Background: an optimization exercise with open tools, aiming at small area, a short achievable clock period and few clock cycles. Do not read the settings as production practice.
Only simulation tests tie the RTL to the original design; equivalence was not proved.

$ cat flow/config.mk
export PLATFORM = sky130hd
export DESIGN_NAME = shake_core
export DESIGN_NICKNAME = shake_core
export VERILOG_FILES = /design/flow/design.v
export SDC_FILE = /design/flow/constraint.sdc
export NUM_CORES = 4
export LEC_CHECK = 0
export CAP_MARGIN = 20
export CORE_MARGIN = 2
export CORE_UTILIZATION = 40
export PLACE_DENSITY = 0.6
export SLEW_MARGIN = 20
$ cat flow/design.v
module keccak_round (
    input  [1599:0] state_in,
    input  [63:0]   rc,
    output reg [1599:0] state_out
);
    reg [63:0] a [0:24];
    reg [63:0] b [0:24];
    reg [63:0] c [0:4];
    reg [63:0] d [0:4];
    reg [63:0] t;
    integer x, y, r;
    always @(*) begin
        for (x = 0; x < 25; x = x + 1)
            a[x] = state_in[64*x +: 64];
        for (x = 0; x < 5; x = x + 1)
            c[x] = a[x] ^ a[x+5] ^ a[x+10] ^ a[x+15] ^ a[x+20];
        for (x = 0; x < 5; x = x + 1)
            d[x] = c[(x+4)%5] ^ {c[(x+1)%5][62:0], c[(x+1)%5][63]};
        for (y = 0; y < 5; y = y + 1)
            for (x = 0; x < 5; x = x + 1)
                a[x+5*y] = a[x+5*y] ^ d[x];
        for (y = 0; y < 5; y = y + 1)
            for (x = 0; x < 5; x = x + 1) begin
                case (x+5*y)
                    0:  r = 0;   1:  r = 1;   2:  r = 62;  3:  r = 28;  4:  r = 27;
                    5:  r = 36;  6:  r = 44;  7:  r = 6;   8:  r = 55;  9:  r = 20;
                    10: r = 3;   11: r = 10;  12: r = 43;  13: r = 25;  14: r = 39;
                    15: r = 41;  16: r = 45;  17: r = 15;  18: r = 21;  19: r = 8;
                    20: r = 18;  21: r = 2;   22: r = 61;  23: r = 56;  default: r = 14;
                endcase
                t = a[x+5*y];
                b[y + 5*((2*x+3*y)%5)] = (t << r) | (t >> ((64-r)%64));
            end
        for (y = 0; y < 5; y = y + 1)
            for (x = 0; x < 5; x = x + 1)
                a[x+5*y] = b[x+5*y] ^ (~b[(x+1)%5+5*y] & b[(x+2)%5+5*y]);
        a[0] = a[0] ^ rc;
        for (x = 0; x < 25; x = x + 1)
            state_out[64*x +: 64] = a[x];
    end
endmodule
module shake_core #(
    parameter integer RATE_BITS = 1344,
    parameter [7:0]   SUFFIX    = 8'h1F,
    parameter integer OUT_BITS  = 512
)(
    input               clk,
    input               reset,
    input               start,            
    input               in_valid,         
    input  [63:0]       in_data,          
    input               is_last,          
    input  [2:0]        byte_num,         
    output              ready,            
    output reg          out_valid,        
    output [OUT_BITS-1:0] out_data,       
    input               out_ready,        
    output reg          done              
);
    localparam integer RATE_WORDS = RATE_BITS / 64;
    reg        absorb;       
    reg        perm;         
    reg [4:0]  round;        
    reg [4:0]  word_cnt;     
    reg        final_perm;   
    reg        pad_pend;     
    reg [1599:0] st;
    assign ready    = absorb;
    assign out_data = st[OUT_BITS-1:0];
    wire accept    = absorb && in_valid;
    wire take      = (!absorb && !perm && !out_valid) && start;
    wire last_rnd  = (round == 5'd23);
    wire full_last = is_last && (word_cnt == RATE_WORDS-1) && (byte_num == 3'd7);
    reg [63:0] rc;
    always @(*) begin
        case (round)
            5'd0:  rc = 64'h0000000000000001;
            5'd1:  rc = 64'h0000000000008082;
            5'd2:  rc = 64'h800000000000808A;
            5'd3:  rc = 64'h8000000080008000;
            5'd4:  rc = 64'h000000000000808B;
            5'd5:  rc = 64'h0000000080000001;
            5'd6:  rc = 64'h8000000080008081;
            5'd7:  rc = 64'h8000000000008009;
            5'd8:  rc = 64'h000000000000008A;
            5'd9:  rc = 64'h0000000000000088;
            5'd10: rc = 64'h0000000080008009;
            5'd11: rc = 64'h000000008000000A;
            5'd12: rc = 64'h000000008000808B;
            5'd13: rc = 64'h800000000000008B;
            5'd14: rc = 64'h8000000000008089;
            5'd15: rc = 64'h8000000000008003;
            5'd16: rc = 64'h8000000000008002;
            5'd17: rc = 64'h8000000000000080;
            5'd18: rc = 64'h000000000000800A;
            5'd19: rc = 64'h800000008000000A;
            5'd20: rc = 64'h8000000080008081;
            5'd21: rc = 64'h8000000000008080;
            5'd22: rc = 64'h0000000080000001;
            5'd23: rc = 64'h8000000080008008;
            default: rc = 64'h0;
        endcase
        if (last_rnd && pad_pend)
            rc[7:0] = rc[7:0] ^ SUFFIX;
    end
    wire [1599:0] round_out;
    keccak_round rnd (.state_in(st), .rc(rc), .state_out(round_out));
    reg [63:0] word_pad;      
    reg [63:0] next_pad;      
    integer k;
    always @(*) begin
        for (k = 0; k < 8; k = k + 1) begin
            if (!is_last || k <= byte_num)
                word_pad[8*k +: 8] = in_data[8*k +: 8];
            else if (k == byte_num + 1)
                word_pad[8*k +: 8] = SUFFIX;
            else
                word_pad[8*k +: 8] = 8'h00;
        end
        next_pad = {56'd0, (is_last && byte_num == 3'd7) ? SUFFIX : 8'h00};
    end
    reg [RATE_BITS-1:0] absorb_vec;
    integer i;
    always @(*) begin
        absorb_vec = {RATE_BITS{1'b0}};
        if (accept) begin
            for (i = 0; i < RATE_WORDS; i = i + 1) begin
                if (word_cnt == i)
                    absorb_vec[64*i +: 64] = word_pad;
                if (i > 0 && word_cnt == i - 1)
                    absorb_vec[64*i +: 64] = absorb_vec[64*i +: 64] ^ next_pad;
            end
            if (is_last && !full_last)
                absorb_vec[RATE_BITS-1] = absorb_vec[RATE_BITS-1] ^ 1'b1;
        end
    end
    always @(posedge clk) begin
        if (perm) begin
            st <= round_out;
            if (last_rnd && pad_pend)
                st[RATE_BITS-1] <= ~round_out[RATE_BITS-1];
        end else if (take)
            st <= 1600'd0;
        else
            st[RATE_BITS-1:0] <= st[RATE_BITS-1:0] ^ absorb_vec;
    end
    always @(posedge clk or posedge reset) begin
        if (reset) begin
            absorb     <= 1'b0;
            perm       <= 1'b0;
            round      <= 5'd0;
            word_cnt   <= 5'd0;
            final_perm <= 1'b0;
            pad_pend   <= 1'b0;
            out_valid  <= 1'b0;
            done       <= 1'b0;
        end else begin
            if (take) begin
                absorb     <= 1'b1;
                done       <= 1'b0;
                word_cnt   <= 5'd0;
                final_perm <= 1'b0;
                pad_pend   <= 1'b0;
            end
            if (accept) begin
                word_cnt <= (word_cnt == RATE_WORDS-1) ? 5'd0 : word_cnt + 1'b1;
                if (is_last || word_cnt == RATE_WORDS-1) begin
                    absorb <= 1'b0;
                    perm   <= 1'b1;
                    round  <= 5'd0;
                end
                if (is_last) begin
                    if (full_last) pad_pend   <= 1'b1;
                    else           final_perm <= 1'b1;
                end
            end
            if (perm) begin
                round <= round + 1'b1;
                if (last_rnd) begin
                    round <= 5'd0;
                    if (pad_pend) begin
                        pad_pend   <= 1'b0;
                        final_perm <= 1'b1;
                    end else begin
                        perm <= 1'b0;
                        if (final_perm) out_valid <= 1'b1;
                        else            absorb    <= 1'b1;
                    end
                end
            end
            if (out_valid && out_ready) begin
                out_valid <= 1'b0;
                done      <= 1'b1;
            end
        end
    end
endmodule
$ cat flow/run.sh
#!/bin/bash
# synth_recipe.tcl (not shown) runs the flow's synth.tcl, then flattens the netlist and writes it again
# the make line also repeats each setting of config.mk as NAME=value (left out here)
make -C /OpenROAD-flow-scripts/flow DESIGN_CONFIG=/design/flow/config.mk WORK_HOME=/design/flow/orfs CLKGATE_MAP_FILE= SYNTH_SCRIPT=/design/flow/synth_recipe.tcl finish
$ cat flow/constraint.sdc
create_clock -name core_clock -period 7.0 [get_ports {clk}]
set_input_delay 1.4000 -clock core_clock [delete_from_list [all_inputs] [get_ports {clk}]]
set_output_delay 1.4000 -clock core_clock [all_outputs]
set_load 0.01 [all_outputs]
==> out/qor.csv, run 1 <==
metric,value,unit
outcome,timing/DRC/antenna clean,
place_area,157000,um^2
synthToLayoutAreaGrowth,11.7,%
grt_pass1_vias,102000,
drive_above_1_share,0.0838,
fmax,0.207,GHz
grt-ovfl-total,0,
yosys_most_used_dff,dfxtp_1,
htree_num_levels,4,
grt_usage,0.512,
crit_chain,"clkdlybuf4s50_1, nand2_1, inv_1, ha_1, nand2_1, nor3_2, buf_4, a21o_1, nand2_1, xor2_1, o22ai_1",
route.detailed.drc,0,
synthesis.area,147000,um^2
drt_first_pass_iters,6,
post_cts_buffers,0,
grt_pass1_wl,1210,mm
routedWlPerCell,52.7,um
fin_crit,4.83,ns
relSlewSlack,0.0130,
io_pins,588,
fin_util,0.449,
grt_max_degree,200,
slew_viol_final,0,
path_clk_slew,0.06,ns
start_kind,primary input,
synth_area_leaders,"xnor3_1, dfxtp_1, xnor2_1",
drt-total-wl,986,mm
coreArea,366000,um^2
period_share,0.690,
finalHoldViolCount,0,
syn_nets,13700,
avgSynthCellArea,10.8,um^2
numCtsBuffers,215,
clock_path_buffers,4,
clock_skew,0.0609,ns
maxCapViolCount,0,
hold_buffers,0,
rsz0062_at_grt,no,
async_reset_ff_frac,0.00990,
ctsRootBufferMaster,clkbuf_16,
critPathSlowestCell,ha_1,
ys_top_cells_by_count,"xnor2_1, xnor3_1, o22ai_1",
yosysSeqAreaShare,0.238,
synth_top_area_cell,xnor3_1,
yosysWarningCount,6,
critical_path_class,in -> reg,
place.gp.congestion,1.18,
clk_latency,1.04,ns
detail-route-antenna-nets,0,
drt_iter0_drc,22200,
cts_tree,built,
max_stage_delay,0.93,ns
tns,0,ns
die_area,373000,um^2
tightestPinTransition,1.48,ns
num_rows,222,
die_x,611,um
syn_inst,13600,
hold_path_class,reg -> reg,
yosys_register_bits,1616,
synth.most_common_cell,xnor2_1,
cp_max_fo,21,
clock_sinks,1616,
regToRegSetupSlack,2.78,ns
final_area,164000,um^2
start_util,0.402,
die_h,611,um
ctsResizeCount,0,
min_from,done,
critPathRequiredTime,7.86,ns
antenna_found_initial,131,
synth.top_cell.area_share,0.279,
hold_path_end,done,
crit_arrival,5.69,ns
port_buffers,587,
synth_edf_count,256,
r2r_start,st[216],
ys_types,61,
r2r_cells,6,
dr_total_vias,119000,
critical_path.most_common_cell,nand2_1,
dp_cells,18200,
fin_nets,13700,
rr_endpoint,st[166],
via_per_inst,6.35,
hold_depth,1,
setup_viol,0,
fin_cells,18700,
hpwl,797,mm
cp-end-kind,register,
-- stage by stage --
stage	hold WS [ns]	worst slack [ns]
after floorplan	0.475	1.10
after global placement	0.490	1.54
after detailed placement	0.484	1.55
after CTS	0.503	2.59
after global routing	0.510	2.32
final	0.509	2.17
-- flip-flops by register name, summed over array words and instances, names as in the netlist --
signal,count
pad_pend,1
st,1600
round,5
out_valid,1
done,1
final_perm,1
perm,1
absorb,1
word_cnt,5
-- worst max-delay path by stage --
stage,start,endpoint,slack [ns],cells past startpoint
global placement,byte_num[1],st[1129],1.54,11
CTS,byte_num[1],st[1129],2.59,11
detailed placement,byte_num[1],st[1272],1.55,11
finish,byte_num[0],st[1129],2.17,11
global route,byte_num[0],st[489],2.32,11
floorplan,start,st[1344],1.10,4
-- kinds of logic (layout without fill, tap and decap cells) --
kind of cell | Yosys count | count (layout) | synth area share
AO/OA/AOI/OAI | 1724 | 1724 | 0.0723
XOR/XNOR | 5725 | 5725 | 0.533
multiplexers | 5 | 5 | 0.000442
flip-flops | 1616 | 1616 | 0.238
buffers and inverters | 1236 | 1347 | 0.0460
other | 0 | 154 | 0
adder cells (fa/ha/maj) | 13 | 13 | 0.00110
AND/OR/NAND/NOR | 3312 | 3312 | 0.110
-- critical path, delay by kind of cell --
family,cells,cell delay [ns]
compound gates,2,0.87
xor+xnor,1,0.20
fa+ha+maj,1,0.93
buf+inv,3,1.31
simple gates,4,0.90
-- layout by cell type (no fill, tap or decap), drive strengths merged, types with 3 or more instances in the layout --
cell type,instances
a22o,4
nor4b,3
nand4,3
ha,13
dfxtp,1344
nand2b,1095
and4b,4
inv,23
a22oi,9
xor2,936
o21ai,59
a21oi,191
diode,154
clkbuf,338
nand3,154
dfrtp,16
nor4bb,8
and2,24
edfxtp,256
xnor3,1827
nor3,6
nor3b,3
buf,352
o22ai,1345
and3,3
bufinv,6
o31ai,3
nand2,885
clkdlybuf4s50,587
xor3,4
xnor2,2958
nor2,922
nor2b,188
clkinv,40
nor4,3
a21o,103
-- layer usage --
metal / vias up / GRT usage / share of wire
met3: 2420 / 0.325 / 0.17
met1: 60600 / 0.572 / 0.34
met5: - / 0.0245 / 0.0017
met4: 36 / 0.470 / 0.11
met2: 10200 / 0.652 / 0.37
li1: 45600 / - / -
-- final cells by class --
type,count,area [um^2]
diodes,154,385
clock buffers,338,6460
clock inverters,54,637
fillers,34300,202000
inverters,16,67.6
multi-input cells,10800,107000
flip-flops and latches,1616,35000
well taps,4816,6030
repair buffers,939,9060
Testbench counts, summed over its fixed seeds: cycles 5,645.
==> run 2: changes to the inputs <==
--- a/flow/design.v
+++ b/flow/design.v
@@ -105,19 +105,21 @@
     end
     wire [1599:0] round_out;
     keccak_round rnd (.state_in(st), .rc(rc), .state_out(round_out));
+    reg [7:0]  keep;
+    reg [8:0]  sfx;
     reg [63:0] word_pad;      
     reg [63:0] next_pad;      
     integer k;
     always @(*) begin
-        for (k = 0; k < 8; k = k + 1) begin
-            if (!is_last || k <= byte_num)
-                word_pad[8*k +: 8] = in_data[8*k +: 8];
-            else if (k == byte_num + 1)
-                word_pad[8*k +: 8] = SUFFIX;
-            else
-                word_pad[8*k +: 8] = 8'h00;
-        end
-        next_pad = {56'd0, (is_last && byte_num == 3'd7) ? SUFFIX : 8'h00};
+        for (k = 0; k < 8; k = k + 1)
+            keep[k] = !is_last || (byte_num >= k);
+        sfx[0] = 1'b0;
+        for (k = 1; k < 9; k = k + 1)
+            sfx[k] = is_last && (byte_num == k - 1);
+        for (k = 0; k < 8; k = k + 1)
+            word_pad[8*k +: 8] = (in_data[8*k +: 8] & {8{keep[k]}})
+                               | (sfx[k] ? SUFFIX : 8'h00);
+        next_pad = {56'd0, sfx[8] ? SUFFIX : 8'h00};
     end
     reg [RATE_BITS-1:0] absorb_vec;
     integer i;
--- a/flow/config.mk
+++ b/flow/config.mk
@@ -9,4 +9,5 @@
 export CORE_MARGIN = 2
 export CORE_UTILIZATION = 40
 export PLACE_DENSITY = 0.6
+export SETUP_SLACK_MARGIN = 4
 export SLEW_MARGIN = 20
==> run 2 against run 1 <==
  * Clock skew about the same
  * Sequential share of layout area is 1.1 points lower
  * Maximum frequency rose by 50%
  * Count of clock-buffer cells in the layout up 13
  * Largest cell class unchanged
  * Critical path type is now reg -> reg
  * First-iteration DRC count increased by 5.1%
  * Register-to-register slack improved by 1.0 ns
==> out/qor.csv, run 2 <==
metric,value,unit,change
grt_max_degree,183,,was 200
tns,0,ns,unchanged
wl_met3,196,mm,was 171 mm
die_h,613,um,was 611 um
port_buffers,587,,unchanged
critPathCapture,st[993],,was st[1129]
path_clk_slew,0.07,ns,was 0.06 ns
crit_start,st[983],,was byte_num[0]
crit_arrival,4.09,ns,was 5.69 ns
finalHoldViolCount,0,,unchanged
syn_inst,13800,,was 13600
drt_first_pass_iters,6,,unchanged
numCtsBuffers,225,,was 215
ys_types,52,,was 61
largest_registers,"st x1600, round x5, word_cnt x5",,unchanged
wl_met1,394,mm,was 337 mm
avgSynthCellArea,10.8,um^2,about the same
synthesis.area,148000,um^2,was 147000 um^2
hold_path_class,reg -> reg,,unchanged
tightestPinTransition,1.31,ns,was 1.48 ns
cp_max_fo,10,,was 21
outcome,timing/DRC/antenna clean,,unchanged
coreArea,369000,um^2,was 366000 um^2
maxCapViolCount,0,,unchanged
regToRegSetupSlack,3.79,ns,was 2.78 ns
hpwl,927,mm,was 797 mm
synthToLayoutAreaGrowth,23.0,%,was 11.7%
synth_area_leaders,"xnor3_1, dfxtp_1, xnor2_1",,unchanged
slew_viol_final,0,,unchanged
cts_tree,built,,unchanged
rsz0062_at_grt,yes,,was no
route.detailed.drc,0,,unchanged
place.gp.congestion,1.16,,was 1.18
synth_edf_count,256,,unchanged
num_rows,223,,was 222
regMostFlops,st,,unchanged
drt-total-wl,1160,mm,was 986 mm
synth_top_area_cell,xnor3_1,,unchanged
setup_viol,0,,unchanged
yosys_register_bits,1616,,unchanged
ctsRootBufferMaster,clkbuf_16,,unchanged
drive_above_1_share,0.275,,was 0.0838
clock_skew,0.0607,ns,was 0.0609 ns
htree_num_levels,4,,unchanged
async_reset_ff_frac,0.00990,,unchanged
drt_iter0_drc,23300,,was 22200
ys_top_cells_by_count,"xnor2_1, xnor3_1, o22ai_1",,unchanged
highest_layer,met5,,unchanged
yosysSeqAreaShare,0.236,,was 0.238
grt_pass1_wl,1410,mm,was 1210 mm
clock_sinks,1616,,unchanged
clk_latency,1.05,ns,was 1.04 ns
grt_usage,0.603,,was 0.512
fin_crit,3.21,ns,was 4.83 ns
hold_ws,0.494,ns,was 0.509 ns
relSlewSlack,0.126,,was 0.0130
clock_path_buffers,4,,unchanged
critical_path_class,reg -> reg,,was in -> reg
cp-end-kind,register,,unchanged
dr_total_vias,131000,,was 119000
io_pins,588,,unchanged
grt_pass1_vias,111000,,was 102000
rr_endpoint,st[993],,was st[166]
fin_nets,15100,,was 13700
met2_wirelength,425,mm,was 365 mm
detail-route-antenna-nets,0,,unchanged
via_per_inst,6.45,,was 6.35
yosys_most_used_dff,dfxtp_1,,unchanged
synth.most_common_cell,xnor2_1,,unchanged
layout_common_cells,"xnor2_1, buf_4, o22ai_1, xnor3_1, nand2b_1",,"was xnor2_1, xnor3_1, o22ai_1, dfxtp_1, nand2b_1"
largest_reg_flops,1600,,unchanged
start_util,0.402,,about the same
r2r_start,st[983],,was st[216]
layout_commonest_cell,xnor2_1,,unchanged
hold_buffers,0,,unchanged
fmax,0.311,GHz,was 0.207 GHz
r2r_cells,6,,unchanged
yosysWarningCount,6,,unchanged
routedWlPerCell,57.3,um,was 52.7 um
period_share,0.459,,was 0.690
start_kind,register,,was primary input
syn_nets,13800,,was 13700
die_area,375000,um^2,was 373000 um^2
antenna_found_initial,185,,was 131
die_x,613,um,was 611 um
synth.top_cell.area_share,0.274,,was 0.279
critPathRequiredTime,7.88,ns,was 7.86 ns
grt-ovfl-total,0,,unchanged
==> run 2: cell types whose count changed after synthesis, sizes merged, moves of 27 or more <==
cell and change:
nand2b +103, o21ai +27, nand3 +38, nor2 -166, xor2 +83, nand2 +46
==> run 2: worst min path at each step <==
stage,start,to,slack [ns],depth (start not counted)
final,final_perm,absorb,0.49,1
after floorplan,final_perm,absorb,0.45,1
after global routing,final_perm,absorb,0.50,1
after global placement,final_perm,absorb,0.47,1
after CTS,final_perm,absorb,0.49,1
after detailed placement,final_perm,absorb,0.48,1
==> run 2: area by class of cell <==
class                           count  area, um^2
Antenna cell                      176         440
Clock buffer                      351        6890
Clock inverter                     71         644
Fill cell                       33700      187000
Inverter                           13        75.1
Multi-Input combinational cell  10900      111000
Sequential cell                  1616       36800
Tap cell                         4950        6190
Timing Repair Buffer             2252       20200
==> run 2: layer usage <==
layer	vias to the layer above	track usage
li1	48800	-
met1	66700	0.667
met2	12300	0.756
met3	3216	0.371
met4	58	0.615
met5	-	0.0189
==> run 2: worst max-delay path, cell delays in order (launching register included) <==
cell	delay, ns
dfxtp_1	0.90
xor2_1	0.30
xnor2_4	0.51
xnor3_1	0.88
nand2_1	0.16
xnor2_1	0.20
o22ai_1	0.09
==> run 2: per-stage QoR <==
stage                     utilization  cell area, um^2  instances  setup WS, ns
final                           0.494           182000      20300          3.79
after global placement          0.432           159000      18600          1.59
after detailed placement        0.432           159000      18600          1.51
after floorplan                     -           148000      13800          3.93
after CTS                       0.485           179000      19900          3.80
after global routing            0.493           182000      20100          3.91
==> run 2: kinds of logic (layout without fill, tap and decap cells) <==
kind of cell / after synthesis / after routing / share of synthesized area
mux: 4 / 4 / 0.000355
flops: 1616 / 1616 / 0.236
other cells: 0 / 176 / 0
simple gates: 3320 / 3329 / 0.111
fa+ha+maj: 12 / 12 / 0.00101
xor+xnor: 5763 / 5763 / 0.531
buf+inv: 1266 / 2687 / 0.0469
compound gates: 1773 / 1773 / 0.0738
==> run 2: repair_timing <==
item,4_1_cts,5_1_grt
resized for setup,3840,236
gates cloned,8,2
buffers inserted,922,219
pin swaps,114,79
endpoints found under the setup margin,2238,859
Testbench counts of run 2, summed over its fixed seeds: cycles 5,645.

[afterwards: timing with drivers on the ports]
In the flow no input, the clock included, has a driving cell. The finished layouts below were timed again as built, in two steps. Step 1, drivers: a clkbuf_16 drives clk and a buf_2 each remaining input, both assumed. Step 2 adds t to the input delays and takes it off the output delays; t is the mean of the earliest and latest rising clock arrival at the registers after step 1. Input paths then give back, and output paths get back, about the clock's delay inside the block. Three values: no drivers, after step 1, after step 2; two values: the first two.
run | t (ns) | setup slack, ns | hold slack, ns | slew at the worst register clock pin (ns)
run 1 | 1.143 | 2.171 / 2.271 / 1.128 | 0.509 / 0.509 / 0.509 | 0.07 / 0.07
run 2 | 1.158 | 3.788 / 3.771 / 2.874 | 0.494 / 0.494 / 0.494 | 0.07 / 0.07
After both steps setup and hold are still met in every run listed. For run 1, which loses most, drivers alone change the setup slack by +0.100 ns; drivers and shift together by -1.043 ns.
